Background: an optimization exercise with open tools, aiming at small area. Do not read the settings as production practice.
Function was checked by simulation only, so behaviour that the tests miss may differ from the original.
No run shown here takes its clock network from TritonCTS; it comes from the design's own scripts or RTL.
The flow treats the clock pin as an ideal source. Dropping or thinning the clock tree relies on that and would not hold on a real chip.
No activity file was given, so power comes from the tool's default toggle rates.

[design/flow/design.v]
module t1b_ultrasonic(
    input clk_50M,
    input reset,
    input echo_rx,
    output trig,
    output op,
    output wire [15:0] distance_out
);
localparam IDLE = 3'd3, TRIG = 3'd1, WAIT_ECHO = 3'd5, COUNT = 3'd7, SET_OP = 3'd4, GO_NEXT = 3'd6, WAIT_NEXT = 3'd2;
localparam [19:0] CNT_P499_M = 20'h04a64;      
localparam [19:0] CNT_P499_V = 20'h04000;
localparam [19:0] CNT_END = 20'h02180;         
localparam [8:0] H_END_M = 9'h17a;             
localparam [8:0] H_END_V = 9'h02a;
reg [2:0]  state;
reg [19:0] cnt;
reg        op_reg;
reg [11:0] dreg;
reg [5:0]  q_lo;           
reg [11:6] q_hi;
wire [11:0] q = {q_hi, q_lo};
reg [4:0]  g;
reg [8:0]  h;
wire [2:0] s = state;
wire in_trig  = (~s[1] & ~s[2]);
wire in_count = (s[0] & s[1] & s[2]);
wire in_idle  = (s[0] & s[1] & ~s[2]);
wire q_clear  = (~s[0]) | (~s[1]);     
wire q_tick   = (~s[2]);      
wire g_clear  = (~s[1]);     
wire h_flush  = (~s[1]);     
wire op_upd   = (~s[0]);      
assign trig = in_trig;
assign op = op_reg;
assign distance_out = {4'b0, dreg};
wire cnt_fb = cnt[19] ^ cnt[18] ^ cnt[15] ^ cnt[1] ^ (cnt[18:0] == 19'd0);
wire cnt_end = (cnt == CNT_END);
always @(posedge clk_50M) begin
    cnt <= {cnt[18:0], cnt_fb & ~in_idle};
end
always @(posedge clk_50M or negedge reset) begin
    if (!reset) begin
        state  <= IDLE;
        op_reg <= 1'b0;
        dreg   <= 12'd0;
    end else begin
        if (in_count && !echo_rx)
            dreg <= q;
        if (op_upd)
            op_reg <= (dreg < 12'd70);
        case (state)
        IDLE:      if (q[5] & q[4] & q[1] & q[0]) state <= TRIG;    
        TRIG:      if ((cnt & CNT_P499_M) == CNT_P499_V) state <= WAIT_ECHO;
        WAIT_ECHO: if (echo_rx) state <= COUNT;
        COUNT:     if (!echo_rx) state <= SET_OP;
        SET_OP:    state <= GO_NEXT;
        GO_NEXT:   state <= WAIT_NEXT;
        WAIT_NEXT: if (cnt_end) state <= IDLE;
        default:   state <= IDLE;
        endcase
    end
end
wire h_end = ((h & H_END_M) == H_END_V);
wire g_last = (g == 5'd16);
wire long_next = g_last || (g == 5'd7);        
wire wrap = (q[11] & q[10] & q[8] & q[7] & q[6] & q[5]) & (g[3] & g[2]) &
            (h[8] & ~h[7] & ~h[0] & h[4]);
wire q_zero = q_clear || (in_count && wrap);
wire q_inc = q_tick || h_end;
always @(posedge clk_50M or negedge reset) begin
    if (!reset)
        q_lo <= 6'd0;
    else
        q_lo <= q_zero ? 6'd0 : q_lo + {5'd0, q_inc};
end
always @(posedge clk_50M) begin
    q_hi <= q_zero ? 6'd0 : q_hi + {5'd0, q_inc && (q_lo == 6'h3f)};
end
always @(posedge clk_50M) begin
    if (g_clear || wrap)
        g <= 5'd0;
    else if (h_end)
        g <= g_last ? 5'd0 : g + 5'd1;
end
wire h_fb = ~(h[8] ^ h[4]);
wire h_restart = wrap || h_end;
always @(posedge clk_50M) begin
    h[8]   <= h[7];
    h[7:2] <= h[6:1] & ~{6{h_restart}};
    h[1]   <= h[0];
    h[0]   <= ~h_flush && (h_restart ? (h_end && !wrap && !long_next) : h_fb);
end
endmodule
[design/flow/flow/run.sh]
#!/bin/bash
# Layout flow: the standard ORFS flow (standard.sh) with these changes.
#  1. Synthesis is the standard flow's script unchanged, except for ORFS's final ABC
#     technology mapping of the combinational logic: it is run with an
#     area-oriented script (&deepsyn, then &dch/&nf area mapping) for a few
#     random seeds, and the smallest result is kept. No full/half-adder cells
#     are extracted before it (ADDER_MAP_FILE empty), so ABC maps the adders
#     with the rest of the logic. Flip-flops are mapped before ABC, so the
#     registers are exactly the standard synthesis's.
#  2. Ports are buffered with sky130_fd_sc_hd__buf_1 (the smallest buffer).
#  3. Clock tree: flow/manual_cts.tcl (sourced as PRE_CTS_TCL) replaces
#     TritonCTS with one level of 2-4 clock buffers driven by the clock port,
#     each driving a cluster of flip-flops; the rest of ORFS's CTS step
#     (placement legalisation, timing repair) runs as usual.
#  4. Buffers from synthesis are removed at floorplan (REMOVE_ABC_BUFFERS=1,
#     as timing-driven global placement would), and the constant-0 outputs
#     share one tie cell (SKIP_REPAIR_TIE_FANOUT=1).
# Each tool's output goes to ORFS's own logs under orfs/logs/ (the ABC seed
# results are in orfs/logs/.../1_2_yosys.log), and make's output to
# flow_make.log in this folder.
set -euo pipefail
W=$PWD
F=$W/flow
SEEDS="1 2 3 4 5"
for k in $SEEDS; do
  printf 'strash\n&get -n\n&deepsyn -T 10 -S %s\n&put\n&get -n\n&dch -f\n&nf -a -R 1000\n&put\n' $k > $W/abc_deep_$k.script
done
cat > $W/my_synth.tcl <<EOT
# ORFS's abc call, run with each ABC script; the smallest result is kept.
# Everything else is the standard flow's synthesis script.
proc abc {args} {
  yosys design -save pre_abc
  set best -1
  set bestk ""
  foreach k {$SEEDS} {
    yosys design -load pre_abc
    set out {}
    set skip 0
    foreach a \$args {
      if {\$skip} { set skip 0; lappend out "$W/abc_deep_\$k.script"; continue }
      if {\$a eq "-script"} { set skip 1; lappend out -script; continue }
      lappend out \$a
    }
    yosys abc {*}\$out
    set st [tee -q -s result.string stat -liberty [string trim \$::env(LIB_FILES)]]
    regexp {Chip area for module [^:]*: ([0-9.]+)} \$st -> area
    puts "ABC seed \$k: area \$area"
    if {\$best < 0 || \$area < \$best} {
      set best \$area
      set bestk \$k
      yosys design -save best_abc
    }
  }
  puts "ABC: keeping seed \$bestk, area \$best"
  yosys design -load best_abc
}
source $W/synth_recipe.tcl
EOT
bash standard.sh \
  SYNTH_SCRIPT=$W/my_synth.tcl \
  ADDER_MAP_FILE= \
  "BUFFER_PORTS_ARGS=-buffer_cell sky130_fd_sc_hd__buf_1" \
  PRE_CTS_TCL=$F/manual_cts.tcl \
  REMOVE_ABC_BUFFERS=1 \
  SKIP_REPAIR_TIE_FANOUT=1 \
  finish > $W/flow_make.log 2>&1
[design/flow/flow/manual_cts.tcl]
proc mcts_split {sinks ngroups} {
  if {$ngroups <= 1 || [llength $sinks] < 2} { return [list $sinks] }
  set xs [lmap s $sinks {lindex $s 1}]
  set ys [lmap s $sinks {lindex $s 2}]
  set dx [expr {[tcl::mathfunc::max {*}$xs] - [tcl::mathfunc::min {*}$xs]}]
  set dy [expr {[tcl::mathfunc::max {*}$ys] - [tcl::mathfunc::min {*}$ys]}]
  set ax [expr {$dx >= $dy ? 1 : 2}]
  set sorted [lsort -real -index $ax $sinks]
  set g1 [expr {$ngroups / 2}]
  set g2 [expr {$ngroups - $g1}]
  set n1 [expr {([llength $sorted] * $g1) / $ngroups}]
  return [concat [mcts_split [lrange $sorted 0 [expr {$n1 - 1}]] $g1] \
                 [mcts_split [lrange $sorted $n1 end] $g2]]
}

proc mcts_build {clk sinks ngroups bufname} {
  set db [ord::get_db]
  set block [ord::get_db_block]
  set master [$db findMaster $bufname]
  set made {}
  set g 0
  foreach grp [mcts_split $sinks $ngroups] {
    set buf [odb::dbInst_create $block $master "clkbuf_mcts_$g"]
    set net [odb::dbNet_create $block "clknet_mcts_$g"]
    $net setSigType CLOCK
    set sx 0.0; set sy 0.0
    foreach s $grp {
      lassign $s it x y
      set sx [expr {$sx + $x}]; set sy [expr {$sy + $y}]
      $it disconnect
      $it connect $net
    }
    set k [llength $grp]
    [$buf findITerm A] connect $clk
    [$buf findITerm X] connect $net
    $buf setLocation [expr {int($sx / $k)}] [expr {int($sy / $k)}]
    $buf setPlacementStatus PLACED
    puts "manual CTS: clkbuf_mcts_$g ($bufname) drives $k sinks"
    lappend made [list $buf $net]
    incr g
  }
  return $made
}

proc mcts_undo {clk sinks made} {
  foreach s $sinks {
    set it [lindex $s 0]
    $it disconnect
    $it connect $clk
  }
  foreach m $made {
    lassign $m buf net
    odb::dbInst_destroy $buf
    odb::dbNet_destroy $net
  }
}

proc mcts_worst_slew {} {
  estimate_parasitics -placement
  set worst 0.0
  foreach pin [get_pins -of_objects [get_cells *] -filter "is_clock==1"] {
    set sl [get_property $pin slew_max]
    if {$sl > $worst} { set worst $sl }
  }
  return $worst
}

proc clock_tree_synthesis {args} {
  # Try the smallest tree first; use more buffers while the estimated
  # flip-flop clock slew (before routing) is above the limit.
  set limit 0.118
  set tries {{2 sky130_fd_sc_hd__clkbuf_8} {3 sky130_fd_sc_hd__clkbuf_8} {2 sky130_fd_sc_hd__clkbuf_16}
             {4 sky130_fd_sc_hd__clkbuf_8} {4 sky130_fd_sc_hd__clkbuf_16}}
  if {[info exists ::env(MCTS_TRIES)]} { set tries $::env(MCTS_TRIES) }
  if {[info exists ::env(MCTS_LIMIT)]} { set limit $::env(MCTS_LIMIT) }
  set block [ord::get_db_block]
  set src [lindex [get_property [lindex [all_clocks] 0] sources] 0]
  set clk [[$block findBTerm [get_full_name $src]] getNet]
  set sinks {}
  foreach it [$clk getITerms] {
    set b [[$it getInst] getBBox]
    lappend sinks [list $it [expr {([$b xMin] + [$b xMax]) / 2.0}] [expr {([$b yMin] + [$b yMax]) / 2.0}]]
  }
  set_propagated_clock [all_clocks]
  set n [llength $tries]
  for {set i 0} {$i < $n} {incr i} {
    lassign [lindex $tries $i] ngroups bufname
    puts "manual CTS: [llength $sinks] sinks, $ngroups buffers of $bufname"
    set made [mcts_build $clk $sinks $ngroups $bufname]
    set w [mcts_worst_slew]
    puts "manual CTS: estimated worst clock pin slew [format %.4f $w] (limit $limit)"
    if {$w <= $limit || $i == $n - 1} { break }
    mcts_undo $clk $sinks $made
  }
}
[design/flow/standard.sh]
#!/bin/bash
# synth_recipe.tcl (not shown) runs the flow's synth.tcl, then flattens the netlist and writes it again
# the make line also repeats each setting of config.mk as NAME=value (left out here)
make -C /OpenROAD-flow-scripts/flow DESIGN_CONFIG=/design/flow/config.mk WORK_HOME=/design/flow/orfs CLKGATE_MAP_FILE= SYNTH_SCRIPT=/design/flow/synth_recipe.tcl "${@:-finish}"
[design/flow/config.mk]
export PLATFORM = sky130hd
export DESIGN_NAME = t1b_ultrasonic
export DESIGN_NICKNAME = t1b_ultrasonic
export VERILOG_FILES = /design/flow/design.v
export SDC_FILE = /design/flow/constraint.sdc
export NUM_CORES = 4
export LEC_CHECK = 0
export CAP_MARGIN = 0
export CORE_AREA = 2.3 2.72 51.98 51.68
export DIE_AREA = 0 0 54.0 54.0
export GPL_TIMING_DRIVEN = 0
export PLACE_DENSITY = 0.92
export SLEW_MARGIN = 0
[design/flow/constraint.sdc]
create_clock -name core_clock -period 20.0 [get_ports {clk_50M}]
set_input_delay 4.0000 -clock core_clock [delete_from_list [all_inputs] [get_ports {clk_50M}]]
set_output_delay 4.0000 -clock core_clock [all_outputs]
set_load 0.01 [all_outputs]
==> impl_metrics.toml, run 1 <==
[power]
powerDensity_mw_per_mm2 = 76.4
p_leak_nw = 0.990
ir_drop_mv = 0.104
p_total_mw = 0.168

[routing]
drtPass1Iterations = 4
drt_iter0_drc = 37
ant_nets = 0
wl_per_cell_um = 18.4
wirelength_um = 4140
via_per_inst = 6.44
vias = 1448
drcViolationCount = 0

[timing]
holdWs_ps = 358
relSlewSlack_pct = 22.5
finalCriticalPeriod_ps = 5220
hold_viol = 0
fin_setup_tns_ps = 0
setup_viol = 0
fmax_mhz = 192
tightestPinTransition_ps = 1160
grt_setup_unrepaired = "false"
maxSlewViolCount = 0
fin_crit_sh_pct = 26.1
finClkSkew_ps = 9.61

[yosys]
netlist_instances = 180
ys_seq_area_share_pct = 64.6
synth_common_cells = "dfxtp_1 (40), dfrtp_1 (20), nor2_1 (16)"
yosysTopAreaCellShare_pct = 38.2
syn_area_mm2 = 0.00209
synthArstFlopShare_pct = 35.5
ys_ff_latch = 62
synthTopCellsByArea = "dfxtp_1 (38%), dfrtp_1 (24%), mux2_1 (6.5%), a21oi_1 (3.3%), nor3_1 (3.3%)"
synth-main-ff-cell = "dfxtp_1"
synth_edf_count = 0
synth.yosys.warnings = 1
synth_cell_types = 32
synth_top_area_cell = "dfxtp_1"
yosysMostFrequentCell = "dfxtp_1"
syn_area_per_cell_um2 = 11.6

[global_route]
grt_overflow = 0
grtUsageTotal_pct = 29.4
grt_pass1_wl_um = 6190
antenna_found_initial = 0
grt_pass1_vias = 1418
grt_max_degree = 23

[clock_network]
cts_resized = 0
post_cts_buffers = 0
clkTransAtPathRegs_ps = 120
clock_latency_ps = 170
cts_hold_buf = 0

[setup_path]
cp_slowest_cell = "mux2_1"
critPathCaptureType = "register"
required_ps = 20050
crit_path_start_kind = "primary input"
crit_buf_inv = 1
cp_top_family = "simple AND/OR/NAND/NOR gates"
cpPeakStageDelay_ps = 550
crit_chain = "buf_1, nor2_1, nand3_1, mux2_1"
worstSetupPathType = "primary input to register"
worstPathArrival_ps = 5270
path_max_fanout = 12

[run]
cap_violations = 0

[place]
hpwl_um = 3010
io_buffers = 16
dp.cells = 222
gp_congestion = 0.774

[die]
rows = 18
die_area_mm2 = 0.00292
start_util_pct = 86.1
io_pins = 21
fp.coreArea_mm2 = 0.00243
die_h_um = 54
die_x_um = 54

[hold_path]
hold_path.class = "register to register"

[finish]
layout.nets = 200
fin_util_pct = 90.6
multi_input_area_um2 = 707
regArea_mm2 = 0.00135
regMostFlops = "cnt"
antenna_cells = 0
reg_top3 = "cnt: 20 flops, dreg: 12 flops, h: 9 flops"
drive_above_1_share_pct = 2.56
n_fill_cell = 96
area.growth.synth_to_final_pct = 5.20
largest_reg_flops = 20
final_cell_count_no_fill = 225

[run_status]
status = "no timing/DRC/antenna violations"
## final cells by class
class                   count  share of cell area, %
plain buffers               3                   1.87
inverters                   1                  0.170
multi-input cells         113                   32.1
flip-flops and latches     62                   61.4
well taps                  30                   1.70
repair buffers             16                   2.73
## worst reg2reg max path: stages, from the launching register on
cell	delay [ps]
dfxtp_1	350
nor4b_1	390
nand3_1	180
nand2_1	160
and3_1	260
and3_1	280
and3_1	300
and3_1	260
and2_0	310
and3_1	250
xnor2_1	150
nor2_1	70
## per-stage QoR
stage / setup slack, ps / cell area (um2)
after CTS: 14810 / 2200
final: 14780 / 2200
after global routing: 14730 / 2200
after global placement: 14750 / 2160
after detailed placement: 14640 / 2160
after floorplan: 15020 / 2060
## path summary, 6_finish.rpt
path,startpoint,endpoint,slack (ps),cells after the start
worst max-delay path,echo_rx,dreg[5],14780,4
worst min-delay path,cnt[6],cnt[7],360,0
worst max register to register,h[8],q_hi[11],16910,11
worst min register to register,cnt[6],cnt[7],360,0
max in group asynchronous,reset,dreg[11],15280,1
min in group asynchronous,reset,dreg[0],4030,1
## where the power goes
part           internal [mW]  switching [mW]
registers              0.124               0
logic               0.000107         0.00127
clock network         0.0141          0.0287
total                  0.138          0.0300
## cells by family after synthesis
group | after synthesis | synth area share (%)
DFF | 62 | 64.6
and+or+nand+nor | 66 | 16.4
buffers and inverters | 5 | 1.61
other | 1 | 0.179
muxes | 12 | 6.45
xor gates and xnor gates | 6 | 2.51
AOI/OAI and AO/OA | 28 | 8.18
## per-layer routing
layer,part of all wire [%],global-route usage (%),vias up
li1,-,-,672
met1,40,33.5,711
met2,52,56.5,48
met3,4.7,2.78,17
met4,3.5,10.4,0
met5,0,0,-
## cells in the final DEF, fill, tap and decap left out, types with 5 or more instances in the layout
cell type  Yosys  final
nor2_1        16     16
dfrtp_1       20     20
nor3_1        14     14
a21oi_1       14     14
mux2_1        12     12
dfxtp_1       40     40
and3_1         8      8
and2_0         5      5
nand2_1        5      5
buf_1          0     16
==> inputs of run 2 (changes only) <==
--- a/design/flow/flow/manual_cts.tcl
+++ b/design/flow/flow/manual_cts.tcl
@@ -69,7 +69,7 @@
   # Try the smallest tree first; use more buffers while the estimated
   # flip-flop clock slew (before routing) is above the limit.
   set limit 0.118
-  set tries {{2 sky130_fd_sc_hd__clkbuf_8} {3 sky130_fd_sc_hd__clkbuf_8} {2 sky130_fd_sc_hd__clkbuf_16}
+  set tries {{3 sky130_fd_sc_hd__clkbuf_8} {2 sky130_fd_sc_hd__clkbuf_16}
              {4 sky130_fd_sc_hd__clkbuf_8} {4 sky130_fd_sc_hd__clkbuf_16}}
   if {[info exists ::env(MCTS_TRIES)]} { set tries $::env(MCTS_TRIES) }
   if {[info exists ::env(MCTS_LIMIT)]} { set limit $::env(MCTS_LIMIT) }
--- a/design/flow/config.mk
+++ b/design/flow/config.mk
@@ -6,8 +6,8 @@
 export NUM_CORES = 4
 export LEC_CHECK = 0
 export CAP_MARGIN = 0
-export CORE_AREA = 2.3 2.72 51.98 51.68
-export DIE_AREA = 0 0 54.0 54.0
+export CORE_AREA = 2.3 2.72 57.5 57.12
+export DIE_AREA = 0 0 59.51 59.51
 export GPL_TIMING_DRIVEN = 0
-export PLACE_DENSITY = 0.92
+export PLACE_DENSITY = 0.85
 export SLEW_MARGIN = 0
==> impl_metrics.toml, run 2 <==
[run_status]
status = "no timing/DRC/antenna violations"

[yosys]
synth_edf_count = 0
yosysTopAreaCellShare_pct = 38.2
synth_cell_types = 32
syn_area_mm2 = 0.00209
synthArstFlopShare_pct = 35.5
synth_top_area_cell = "dfxtp_1"
syn_area_per_cell_um2 = 11.6
synth_common_cells = "dfxtp_1 (40), dfrtp_1 (20), nor2_1 (16)"
synth.yosys.warnings = 1
yosysMostFrequentCell = "dfxtp_1"
synthTopCellsByArea = "dfxtp_1 (38%), dfrtp_1 (24%), mux2_1 (6.5%), a21oi_1 (3.3%), nor3_1 (3.3%)"
synth-main-ff-cell = "dfxtp_1"
ys_seq_area_share_pct = 64.6
netlist_instances = 180
ys_ff_latch = 62

[timing]
fin_crit_sh_pct = 25.9
fmax_mhz = 193
tightestPinTransition_ps = 1090
maxSlewViolCount = 0
fin_setup_tns_ps = 0
setup_viol = 0
holdWs_ps = 355
relSlewSlack_pct = 27.4
finClkSkew_ps = 8.10
finalCriticalPeriod_ps = 5180
hold_viol = 0
layout_setup_ws_ps = 14820
grt_setup_unrepaired = "false"

[finish]
layout.nets = 200
final_cell_count_no_fill = 228
drive_above_1_share_pct = 2.56
area.growth.synth_to_final_pct = 5.38
fin_util_pct = 73.5
regMostFlops = "cnt"
largest_reg_flops = 20
n_fill_cell = 224
reg_top3 = "cnt: 20 flops, dreg: 12 flops, h: 9 flops"
antenna_cells = 0
stdcell_area_mm2 = 0.00221
mostFrequentLayoutCells = "dfxtp_1 (40), dfrtp_1 (20), nor2_1 (16), buf_1 (16)"
final_common_cell = "dfxtp_1"

[place]
io_buffers = 16
pre_cts_ws_ps = 14610
hpwl_um = 2720
dp.cells = 225
gp_congestion = 0.726
place_area_mm2 = 0.00217

[power]
powerDensity_mw_per_mm2 = 76.1
p_total_mw = 0.168
p_leak_nw = 0.990
ir_drop_mv = 0.0685

[clock_network]
cts_hold_buf = 0
post_cts_buffers = 0
clkTransAtPathRegs_ps = 110
cts_resized = 0
clock_latency_ps = 170

[global_route]
grt_use_met2_pct = 40.3
grt_pass1_vias = 1304
grt_overflow = 0
grt_pass1_wl_um = 6140
grt.busiest_layer = "met2"
grtUsageTotal_pct = 22.5
use_met1_pct = 30.6
grt_max_degree = 23
antenna_found_initial = 0
use_met3_pct = 1.75

[die]
die_h_um = 59.5
rows = 20
die_x_um = 59.5
fp.coreArea_mm2 = 0.00300
start_util_pct = 69.8
io_pins = 21
die_area_mm2 = 0.00354

[routing]
drt_iter0_drc = 66
wirelength_um = 3640
via_per_inst = 6.11
wl_per_cell_um = 16.0
vias = 1392
ant_nets = 0
drcViolationCount = 0
drtPass1Iterations = 4

[hold_path]
hold_path.class = "register to register"

[setup_path]
required_ps = 20050
cp_top_family = "simple AND/OR/NAND/NOR gates"
crit_chain = "buf_1, nor2_1, nand3_1, mux2_1"
r2r_cells = 11
crit_buf_inv = 1
worstSetupEndpoint = "dreg[10]"
startpoint = "echo_rx"
cpPeakStageDelay_ps = 520
r2r-end = "q_hi[11]"
path_max_fanout = 12
r2r_slack_ps = 17130
crit_path_start_kind = "primary input"
worstSetupPathType = "primary input to register"
worstPathArrival_ps = 5230
critical_path_cell_count = 4
critPathCaptureType = "register"
cp_slowest_cell = "mux2_1"
r2r-start = "h[8]"

[run]
cap_violations = 0
## run 2: report_power, final
| group | switching, mW | total, mW | internal, mW |
|---|---|---|---|
| Sequential | 0 | 0.124 | 0.124 |
| Clock | 0.0286 | 0.0426 | 0.0141 |
| Combinational | 0.00120 | 0.00130 | 0.000108 |
| Total | 0.0298 | 0.168 | 0.138 |
## run 2: worst min path at each step
stage / startpoint / to / slack [ps] / cells after the start
3_5_place_dp: cnt[5] / cnt[6] / 330 / 0
3_3_place_gp: cnt[6] / cnt[7] / 330 / 0
5_1_grt: cnt[17] / cnt[18] / 370 / 0
4_1_cts: cnt[5] / cnt[6] / 360 / 0
2_1_floorplan: cnt[6] / cnt[7] / 320 / 0
6_report: cnt[5] / cnt[6] / 360 / 0
## run 2: logic make-up (layout without fill, tap and decap cells)
kind of cell	Yosys count	in the layout	synth area share, %
multiplexers	12	12	6.45
XOR/XNOR	6	6	2.51
buffers and inverters	5	20	1.61
AND/OR/NAND/NOR	66	66	16.4
other	1	1	0.179
AO/OA/AOI/OAI	28	28	8.18
flip-flops	62	62	64.6
## run 2: layout make-up
type	instances	area [um2]	share of cell area [%]
buffer	3	41.3	1.87
inverter	1	3.75	0.170
multi-input combinational	113	707	32.0
sequential	62	1350	61.3
tap	33	41.3	1.87
timing repair buffer	16	60.1	2.72
## run 2: metal layers
layer  share of wire [%]  routed length (um)
met5                   0                   0
met4                 1.3                  48
met3                 3.7                 133
met2                  51                1850
met1                  44                1600
==> inputs of run 3 (changes only) <==
--- a/design/flow/design.v
+++ b/design/flow/design.v
@@ -7,9 +7,9 @@
     output wire [15:0] distance_out
 );
 localparam IDLE = 3'd3, TRIG = 3'd1, WAIT_ECHO = 3'd5, COUNT = 3'd7, SET_OP = 3'd4, GO_NEXT = 3'd6, WAIT_NEXT = 3'd2;
-localparam [19:0] CNT_P499_M = 20'h04a64;      
-localparam [19:0] CNT_P499_V = 20'h04000;
-localparam [19:0] CNT_END = 20'h02180;         
+localparam [19:0] CNT_P499_M = 20'h01ec0;      
+localparam [19:0] CNT_P499_V = 20'h00c80;
+localparam [19:0] CNT_END = 20'h85ea1;         
 localparam [8:0] H_END_M = 9'h17a;             
 localparam [8:0] H_END_V = 9'h02a;
 reg [2:0]  state;
@@ -33,10 +33,10 @@
 assign trig = in_trig;
 assign op = op_reg;
 assign distance_out = {4'b0, dreg};
-wire cnt_fb = cnt[19] ^ cnt[18] ^ cnt[15] ^ cnt[1] ^ (cnt[18:0] == 19'd0);
+wire cnt_fb = cnt[19] ^ cnt[2] ^ (cnt[18:0] == 19'd0);
 wire cnt_end = (cnt == CNT_END);
 always @(posedge clk_50M) begin
-    cnt <= {cnt[18:0], cnt_fb & ~in_idle};
+    cnt <= {cnt[18:0], cnt_fb | in_idle};
 end
 always @(posedge clk_50M or negedge reset) begin
     if (!reset) begin
==> impl_metrics.toml, run 3 <==
[yosys]
synth_top_area_cell = "dfxtp_1"
synthAdderAreaFrac_pct = 0
synthTopCellsByArea = "dfxtp_1 (38%), dfrtp_1 (24%), mux2_1 (6.5%), a21oi_1 (3.3%), nor3_1 (3.1%)"
synthArstFlopShare_pct = 35.5
syn_area_per_cell_um2 = 11.5
synth_cell_types = 30
netlist_instances = 182
yosysMostFrequentCell = "dfxtp_1"
ys_ff_latch = 62
synth_compound_area_share_pct = 8.85
synth_common_cells = "dfxtp_1 (40), dfrtp_1 (20), nor2_1 (15)"
synthMuxAreaShare_pct = 6.46
synth_top_family_by_area = "simple AND/OR/NAND/NOR gates"
synthSimpleGateAreaFrac_pct = 17.6
ys_seq_area_share_pct = 64.7
synth-xor-area-share_pct = 0.418
syn_area_mm2 = 0.00209
synth.yosys.warnings = 1
synth_edf_count = 0
yosysTopAreaCellShare_pct = 38.3
synth-main-ff-cell = "dfxtp_1"

[timing]
finalCriticalPeriod_ps = 5260
tightestPinTransition_ps = 1260
hold_viol = 0
finClkSkew_ps = 6.97
fmax_mhz = 190
relSlewSlack_pct = 15.4
fin_setup_tns_ps = 0
holdWs_ps = 358
maxSlewViolCount = 0
setup_viol = 0
grt_setup_unrepaired = "false"
fin_crit_sh_pct = 26.3

[setup_path]
startpoint = "echo_rx"
worstPathArrival_ps = 5320
worstSetupPathType = "primary input to register"
worstSetupEndpoint = "dreg[6]"
required_ps = 20060
r2r-end = "q_hi[11]"
path_max_fanout = 12
r2r-start = "h[6]"
crit_chain = "buf_1, o21ai_0, nand3_1, mux2_1"
critPathCaptureType = "register"
crit_path_start_kind = "primary input"
r2r_slack_ps = 16840
r2r_cells = 11
cp_slowest_cell = "mux2_1"
cpPeakStageDelay_ps = 510

[routing]
vias = 1376
via_per_inst = 5.98
wl_per_cell_um = 15.3
drcViolationCount = 0
wirelength_um = 3520
ant_nets = 0
drt_iter0_drc = 88
drtPass1Iterations = 4

[global_route]
grtUsageTotal_pct = 20.7
grt_pass1_vias = 1299
grt_max_degree = 23
antenna_found_initial = 0
grt_overflow = 0
grt_pass1_wl_um = 5760

[die]
fp.coreArea_mm2 = 0.00300
io_pins = 21
die_h_um = 59.5
start_util_pct = 69.7
rows = 20
die_area_mm2 = 0.00354
die_x_um = 59.5

[finish]
reg_top3 = "cnt: 20 flops, dreg: 12 flops, h: 9 flops"
largest_reg_flops = 20
layout.nets = 202
regMostFlops = "cnt"
mostFrequentLayoutCells = "dfxtp_1 (40), dfrtp_1 (20), buf_1 (16), nor2_1 (15), a21oi_1 (14)"
area.growth.synth_to_final_pct = 5.38
fin_util_pct = 73.5
antenna_cells = 0
final_common_cell = "dfxtp_1"
drive_above_1_share_pct = 2.54

[place]
gp_congestion = 0.736
hpwl_um = 2570
io_buffers = 16

[power]
ir_drop_mv = 0.0732
p_total_mw = 0.169
p_leak_nw = 0.944
powerDensity_mw_per_mm2 = 76.5

[clock_network]
post_cts_buffers = 0
clock_latency_ps = 170
cts_resized = 0
clkTransAtPathRegs_ps = 120
cts_hold_buf = 0

[hold_path]
hold_path.class = "register to register"

[run_status]
status = "no timing/DRC/antenna violations"

[run]
cap_violations = 0
run 3: changes by cell type after synthesis, sizes merged, moves of 2 or more:
cell,before,now
o21ai,3,6
o21a,0,4
a211oi,4,1
and3,8,6
nor2b,3,1
xnor2,4,0
nand3,4,6
nand4b,1,3
and2,5,8
nor4,2,4
run 3: metal layers:
metal	global-route usage, %	vias up	wire (um)
li1	-	678	-
met1	29.0	669	1650
met2	36.4	25	1740
met3	1.31	4	98
met4	2.54	0	30
met5	0	-	0
run 3: layout make-up:
cell class / count / area, um2
Multi-Input combinational cell: 114 / 702
Buffer: 3 / 41.3
Timing Repair Buffer: 16 / 60.1
Fill cell: 208 / 797
Tap cell: 33 / 41.3
Inverter: 2 / 7.51
Sequential cell: 62 / 1350
run 3: kinds of logic (layout without fill, tap and decap cells):
group,count (synthesis),after routing
muxes,12,12
buffers and inverters,6,21
DFF,62,62
and+or+nand+nor,69,69
AOI/OAI and AO/OA,31,31
other,1,1
xor gates and xnor gates,1,1
run 3: worst min-delay path by stage:
| stage | endpoint | start | depth (start not counted) | slack (ps) |
|---|---|---|---|---|
| finish | cnt[19] | cnt[18] | 0 | 360 |
| global route | h[1] | h[0] | 0 | 370 |
| CTS | cnt[19] | cnt[18] | 0 | 360 |
| detailed placement | cnt[19] | cnt[18] | 0 | 340 |
| global placement | cnt[5] | cnt[4] | 0 | 340 |
| floorplan | cnt[5] | cnt[4] | 0 | 330 |
run 3: report_power, final:
| part | internal [mW] | switching [mW] |
|---|---|---|
| sequential | 0.124 | 0 |
| combinational | 0.000101 | 0.00126 |
| clock | 0.0141 | 0.0292 |
| total | 0.138 | 0.0305 |
run 3: worst max-delay path, delay by kind of cell:
family / cells / cell delay, ps
buf+inv: 1 / 80
compound gates: 1 / 220
mux: 1 / 510
simple gates: 1 / 500
run 3: metrics by stage:
stage          cells  cell area (um2)  worst slack (ps)
3_3_place_gp     227             2160             14610
2_1_floorplan    178             2060             14920
3_5_place_dp     227             2160             14570
6_report         230             2210             14740
4_1_cts          230             2210             14760
5_1_grt          230             2210             14660
==> inputs of run 4 (changes only) <==
--- a/design/flow/flow/run.sh
+++ b/design/flow/flow/run.sh
@@ -9,7 +9,7 @@
 #     registers are exactly the standard synthesis's.
 #  2. Ports are buffered with sky130_fd_sc_hd__buf_1 (the smallest buffer).
 #  3. Clock tree: flow/manual_cts.tcl (sourced as PRE_CTS_TCL) replaces
-#     TritonCTS with one level of 2-4 clock buffers driven by the clock port,
+#     TritonCTS with one level of 2-4 buffers driven by the clock port,
 #     each driving a cluster of flip-flops; the rest of ORFS's CTS step
 #     (placement legalisation, timing repair) runs as usual.
 #  4. Buffers from synthesis are removed at floorplan (REMOVE_ABC_BUFFERS=1,
@@ -21,7 +21,7 @@
 set -euo pipefail
 W=$PWD
 F=$W/flow
-SEEDS="1 2 3 4 5"
+SEEDS="1 2 3 4 5 6 7 8"
 for k in $SEEDS; do
   printf 'strash\n&get -n\n&deepsyn -T 10 -S %s\n&put\n&get -n\n&dch -f\n&nf -a -R 1000\n&put\n' $k > $W/abc_deep_$k.script
 done
--- a/design/flow/flow/manual_cts.tcl
+++ b/design/flow/flow/manual_cts.tcl
@@ -69,7 +69,7 @@
   # Try the smallest tree first; use more buffers while the estimated
   # flip-flop clock slew (before routing) is above the limit.
   set limit 0.118
-  set tries {{3 sky130_fd_sc_hd__clkbuf_8} {2 sky130_fd_sc_hd__clkbuf_16}
+  set tries {{2 sky130_fd_sc_hd__buf_12} {3 sky130_fd_sc_hd__clkbuf_8} {2 sky130_fd_sc_hd__clkbuf_16}
              {4 sky130_fd_sc_hd__clkbuf_8} {4 sky130_fd_sc_hd__clkbuf_16}}
   if {[info exists ::env(MCTS_TRIES)]} { set tries $::env(MCTS_TRIES) }
   if {[info exists ::env(MCTS_LIMIT)]} { set limit $::env(MCTS_LIMIT) }
==> impl_metrics.toml, run 4 <==
[setup_path]
critPathCaptureType = "register"
startpoint = "echo_rx"
path_max_fanout = 12
worstSetupPathType = "primary input to register"
crit_path_start_kind = "primary input"
r2r-start = "h[6]"
required_ps = 20040
worstPathArrival_ps = 5110

[timing]
relSlewSlack_pct = 23.2
grt_setup_unrepaired = "false"
setup_viol = 0
fmax_mhz = 197
finClkSkew_ps = 5.99
finalCriticalPeriod_ps = 5070
maxSlewViolCount = 0
fin_setup_tns_ps = 0
holdWs_ps = 362
fin_crit_sh_pct = 25.4
hold_viol = 0
tightestPinTransition_ps = 1150

[yosys]
synth_common_cells = "dfxtp_1 (40), dfrtp_1 (20), nor2_1 (18)"
synth_cell_types = 33
yosysMostFrequentCell = "dfxtp_1"
synthTopCellsByArea = "dfxtp_1 (38%), dfrtp_1 (24%), mux2_1 (6.5%), nor2_1 (3.2%), nor3_1 (3.1%)"
yosysTopAreaCellShare_pct = 38.3
synthArstFlopShare_pct = 35.5
ys_seq_area_share_pct = 64.8
synth_edf_count = 0
netlist_instances = 179
synth-main-ff-cell = "dfxtp_1"
syn_area_per_cell_um2 = 11.7
ys_ff_latch = 62
syn_area_mm2 = 0.00209
synth.yosys.warnings = 1
synth_top_area_cell = "dfxtp_1"

[run]
cap_violations = 0

[routing]
drcViolationCount = 0
via_per_inst = 6.11
drtPass1Iterations = 4
wl_per_cell_um = 16.3
drt_iter0_drc = 27
vias = 1380
ant_nets = 0
wirelength_um = 3680

[die]
fp.coreArea_mm2 = 0.00300
die_area_mm2 = 0.00354
io_pins = 21
rows = 20
start_util_pct = 69.5
die_x_um = 59.5
die_h_um = 59.5

[finish]
reg_top3 = "cnt: 20 flops, dreg: 12 flops, h: 9 flops"
drive_above_1_share_pct = 2.07
n_fill_cell = 207
area.growth.synth_to_final_pct = 5.33
largest_reg_flops = 20
stdcell_area_mm2 = 0.00220
layout.nets = 198
final_common_cell = "dfxtp_1"
mostFrequentLayoutCells = "dfxtp_1 (40), dfrtp_1 (20), nor2_1 (18), buf_1 (16), nor3_1 (13)"
regMostFlops = "cnt"
antenna_cells = 0

[clock_network]
clock_latency_ps = 150
clkTransAtPathRegs_ps = 120
cts_resized = 0
post_cts_buffers = 0
cts_hold_buf = 0

[global_route]
grt_overflow = 0
antenna_found_initial = 0
grt_pass1_vias = 1337
grtUsageTotal_pct = 21.7
grt_max_degree = 32
grt_pass1_wl_um = 6030

[place]
hpwl_um = 2610
place_area_mm2 = 0.00216
gp_congestion = 0.839
io_buffers = 16

[power]
powerDensity_mw_per_mm2 = 78.2
p_leak_nw = 0.941
ir_drop_mv = 0.0456

[hold_path]
hold_path.class = "register to register"
worstHoldStart = "cnt[16]"

[run_status]
status = "no timing/DRC/antenna violations"
## run 4: where the power goes
part | total (mW) | switching (mW) | internal [mW]
Sequential | 0.124 | 0 | 0.124
Clock | 0.0466 | 0.0302 | 0.0164
Combinational | 0.00137 | 0.00126 | 0.000104
Total | 0.172 | 0.0315 | 0.141
## run 4: per-layer routing
| layer | GRT usage [%] | share of wire, % | vias to the layer above |
|---|---|---|---|
| met4 | 5.08 | 1.8 | 0 |
| met1 | 30.5 | 47 | 680 |
| met2 | 36.6 | 49 | 24 |
| met3 | 1.97 | 2.3 | 10 |
| met5 | 0 | 0 | - |
| li1 | - | - | 666 |
## run 4: worst paths after layout
| kind | end | slack, ps | depth (start not counted) |
|---|---|---|---|
| setup / recovery | dreg[5] | 14930 | 3 |
| hold / removal | cnt[17] | 360 | 0 |
| setup reg to reg | q_hi[11] | 16850 | 11 |
| hold reg to reg | cnt[17] | 360 | 0 |
| max in group asynchronous | q_lo[4] | 15270 | 1 |
| min in group asynchronous | q_lo[1] | 4050 | 1 |
## run 4: worst max-delay path, stage by stage
cell	delay, ps
buf_1	110
or3_1	590
mux2_1	410
## run 4: cells by family (layout without fill, tap and decap cells)
logic type | Yosys count | count (layout) | synth area share [%]
buf+inv | 6 | 20 | 1.80
compound gates | 23 | 23 | 6.95
flops | 62 | 62 | 64.8
mux | 12 | 12 | 6.47
other cells | 1 | 1 | 0.180
xor+xnor | 5 | 5 | 2.10
simple gates | 70 | 70 | 17.7
## run 4: stage by stage
step / worst slack (ps) / util (%) / power [mW] / cells
finish: 14930 / 73.3 / 0.172 / 226
global route: 14880 / 73.3 / 0.176 / 226
CTS: 14910 / 73.3 / 0.171 / 226
detailed placement: 14750 / 71.9 / 0.128 / 224
global placement: 14790 / 71.9 / 0.128 / 224
floorplan: 14990 / - / 0.127 / 175
## run 4: layout make-up
class,count,area (um2),area share [%]
Inverter,2,7.51,0.341
Multi-Input combinational cell,111,697,31.7
Buffer,2,40.0,1.82
Tap cell,33,41.3,1.88
Sequential cell,62,1350,61.5
Timing Repair Buffer,16,60.1,2.73
==> inputs of run 5 (changes only) <==
--- a/design/flow/design.v
+++ b/design/flow/design.v
@@ -61,8 +61,8 @@
     end
 end
 wire h_end = ((h & H_END_M) == H_END_V);
-wire g_last = (g == 5'd16);
-wire long_next = g_last || (g == 5'd7);        
+wire g_last = g[4];                            
+wire long_next = g_last || (~g[3] & g[2] & g[1] & g[0]);   
 wire wrap = (q[11] & q[10] & q[8] & q[7] & q[6] & q[5]) & (g[3] & g[2]) &
             (h[8] & ~h[7] & ~h[0] & h[4]);
 wire q_zero = q_clear || (in_count && wrap);
==> impl_metrics.toml, run 5 <==
[run_status]
status = "no timing/DRC/antenna violations"

[clock_network]
clkTransAtPathRegs_ps = 110
cts_hold_buf = 0
cts_resized = 0
clock_latency_ps = 140
post_cts_buffers = 0

[routing]
vias = 1328
wl_per_cell_um = 15.6
ant_nets = 0
wirelength_met1_um = 1500
top_layer_used = "met4"
wl_met3_um = 90
dr_wl_met2_um = 1840
drt_iter0_drc = 51
drtPass1Iterations = 4
via_per_inst = 5.96
wirelength_um = 3480
drcViolationCount = 0

[power]
ir_drop_mv = 0.0444
powerDensity_mw_per_mm2 = 77.9
p_total_mw = 0.170
p_leak_nw = 0.925

[timing]
finClkSkew_ps = 9.54
fin_crit_sh_pct = 25.8
hold_viol = 0
setup_viol = 0
fin_setup_tns_ps = 0
grt_setup_unrepaired = "false"
relSlewSlack_pct = 27.0
finalCriticalPeriod_ps = 5170
fmax_mhz = 193
tightestPinTransition_ps = 1100
maxSlewViolCount = 0

[finish]
final_common_cell = "dfxtp_1"
area.growth.synth_to_final_pct = 5.36
layout.nets = 195
mostFrequentLayoutCells = "dfxtp_1 (40), dfrtp_1 (20), nor2_1 (18), buf_1 (16)"
largest_reg_flops = 20
reg_top3 = "cnt: 20 flops, dreg: 12 flops, h: 9 flops"
drive_above_1_share_pct = 2.11
regMostFlops = "cnt"
antenna_cells = 0
n_fill_cell = 218

[global_route]
grt_pass1_wl_um = 5710
grt_max_degree = 32
grt_overflow = 0
grt_pass1_vias = 1245
grtUsageTotal_pct = 20.6
antenna_found_initial = 0

[yosys]
synth_top_family_by_area = "simple AND/OR/NAND/NOR gates"
synthAdderAreaFrac_pct = 0
syn_area_per_cell_um2 = 11.8
synthTopCellsByArea = "dfxtp_1 (39%), dfrtp_1 (24%), mux2_1 (6.5%), nor2_1 (3.3%), nor3_1 (2.9%)"
synthArstFlopShare_pct = 35.5
netlist_instances = 176
synth.yosys.warnings = 1
ys_ff_latch = 62
ys_seq_area_share_pct = 65.2
yosysMostFrequentCell = "dfxtp_1"
synthSimpleGateAreaFrac_pct = 18.1
synth_compound_area_share_pct = 6.39
synthMuxAreaShare_pct = 6.51
yosysTopAreaCellShare_pct = 38.6
synth_cell_types = 28
synth-main-ff-cell = "dfxtp_1"
synth_edf_count = 0
synth_top_area_cell = "dfxtp_1"
synth_common_cells = "dfxtp_1 (40), dfrtp_1 (20), nor2_1 (18)"
synth-xor-area-share_pct = 2.11
syn_area_mm2 = 0.00208

[setup_path]
cpPeakStageDelay_ps = 500
r2r-end = "q_hi[10]"
worstSetupEndpoint = "dreg[5]"
cp_top_family = "simple AND/OR/NAND/NOR gates"
crit_chain = "buf_1, nor2b_1, nand3_1, mux2_1"
r2r_slack_ps = 16960
r2r-start = "h[6]"
required_ps = 20030
worstPathArrival_ps = 5200
r2r_cells = 10
crit_path_start_kind = "primary input"
crit_buf_inv = 1
startpoint = "echo_rx"
cp_slowest_cell = "mux2_1"
worstSetupPathType = "primary input to register"
critPathCaptureType = "register"
path_max_fanout = 12
critical_path_cell_count = 4

[run]
cap_violations = 0

[place]
io_buffers = 16
hpwl_um = 2630
gp_congestion = 0.803

[die]
rows = 20
die_h_um = 59.5
fp.coreArea_mm2 = 0.00300
die_area_mm2 = 0.00354
die_x_um = 59.5
start_util_pct = 69.1
io_pins = 21

[hold_path]
hold_path.class = "register to register"
[run 5: worst min path at each step]
stage | start | endpoint | slack (ps) | cells past startpoint
final | h[7] | h[8] | 360 | 0
after CTS | h[7] | h[8] | 360 | 0
after floorplan | cnt[15] | cnt[16] | 330 | 0
after global placement | cnt[4] | cnt[5] | 340 | 0
after global routing | cnt[4] | cnt[5] | 360 | 0
after detailed placement | cnt[18] | cnt[19] | 340 | 0
[run 5: cell type report]
cell class	instances	area, um2	share of cell area, %
multi-input cells	110	692	31.6
plain buffers	2	40.0	1.83
flip-flops and latches	62	1350	61.9
repair buffers	16	60.1	2.75
well taps	33	41.3	1.89
[run 5: metal layers]
layer / track usage, % / vias to the layer above
li1: - / 655
met1: 24.7 / 644
met2: 41.0 / 23
met3: 1.09 / 6
met4: 2.86 / 0
met5: 0 / -
[run 5: report_power, final]
group,leakage [nW],switching [mW],internal [mW]
Combinational,0.294,0.00121,0.000104
Clock,0.0188,0.0288,0.0164
Sequential,0.612,0,0.124
[run 5: through the flow]
stage               instance area (um2)  instances  setup WS (ps)  utilization [%]  hold slack (ps)
floorplan                          2050        172          15000                -              331
global placement                   2150        221          14740             71.5              338
detailed placement                 2150        221          14670             71.5              341
CTS                                2190        223          14800             72.8              359
global route                       2190        223          14740             72.8              362
finish                             2190        223          14830             72.8              359
[run 5: cell families (layout without fill, tap and decap cells)]
logic type / after synthesis / count (layout)
AOI/OAI and AO/OA: 21 / 21
other: 1 / 1
buffers and inverters: 4 / 18
muxes: 12 / 12
and+or+nand+nor: 71 / 71
DFF: 62 / 62
xor gates and xnor gates: 5 / 5
[run 5: worst reg2reg max path, cell delays in order, from the launching register on]
cell	delay, ps
dfxtp_1	320
nand4b_1	150
nor3_1	550
nand2b_1	280
and3_1	260
and3_1	270
and3_1	270
and3_1	270
and3_1	270
nor2_1	70
a211oi_1	240

[what the ideal ports hide]
How much do the figures lean on ideal ports? The routed layouts below were timed once more, with nothing changed but the port constraints.
Step 1 assumes that a clkbuf_16 drives the clock port and a buf_2 every other input.
Step 2 also shifts input and output timing later by t, the mid clock arrival at the registers, as if the neighbouring blocks saw the same clock.
a / b / c = no drivers / after step 1 / after step 2; a / b = the first two.
| run | t (ns) | setup slack, ns | worst setup path at the end | worst data-port slew with drivers (ns) |
|---|---|---|---|---|
| run 1 | 0.208 | 14.780 / 14.801 / 14.592 | input to register | 0.03 |
| run 2 | 0.210 | 14.824 / 14.849 / 14.639 | input to register | 0.03 |
| run 3 | 0.208 | 14.745 / 14.766 / 14.557 | input to register | 0.03 |
| run 4 | 0.191 | 14.929 / 14.957 / 14.767 | input to register | 0.03 |
| run 5 | 0.186 | 14.831 / 14.860 / 14.673 | input to register | 0.03 |
After both steps setup and hold are still met in every run listed.
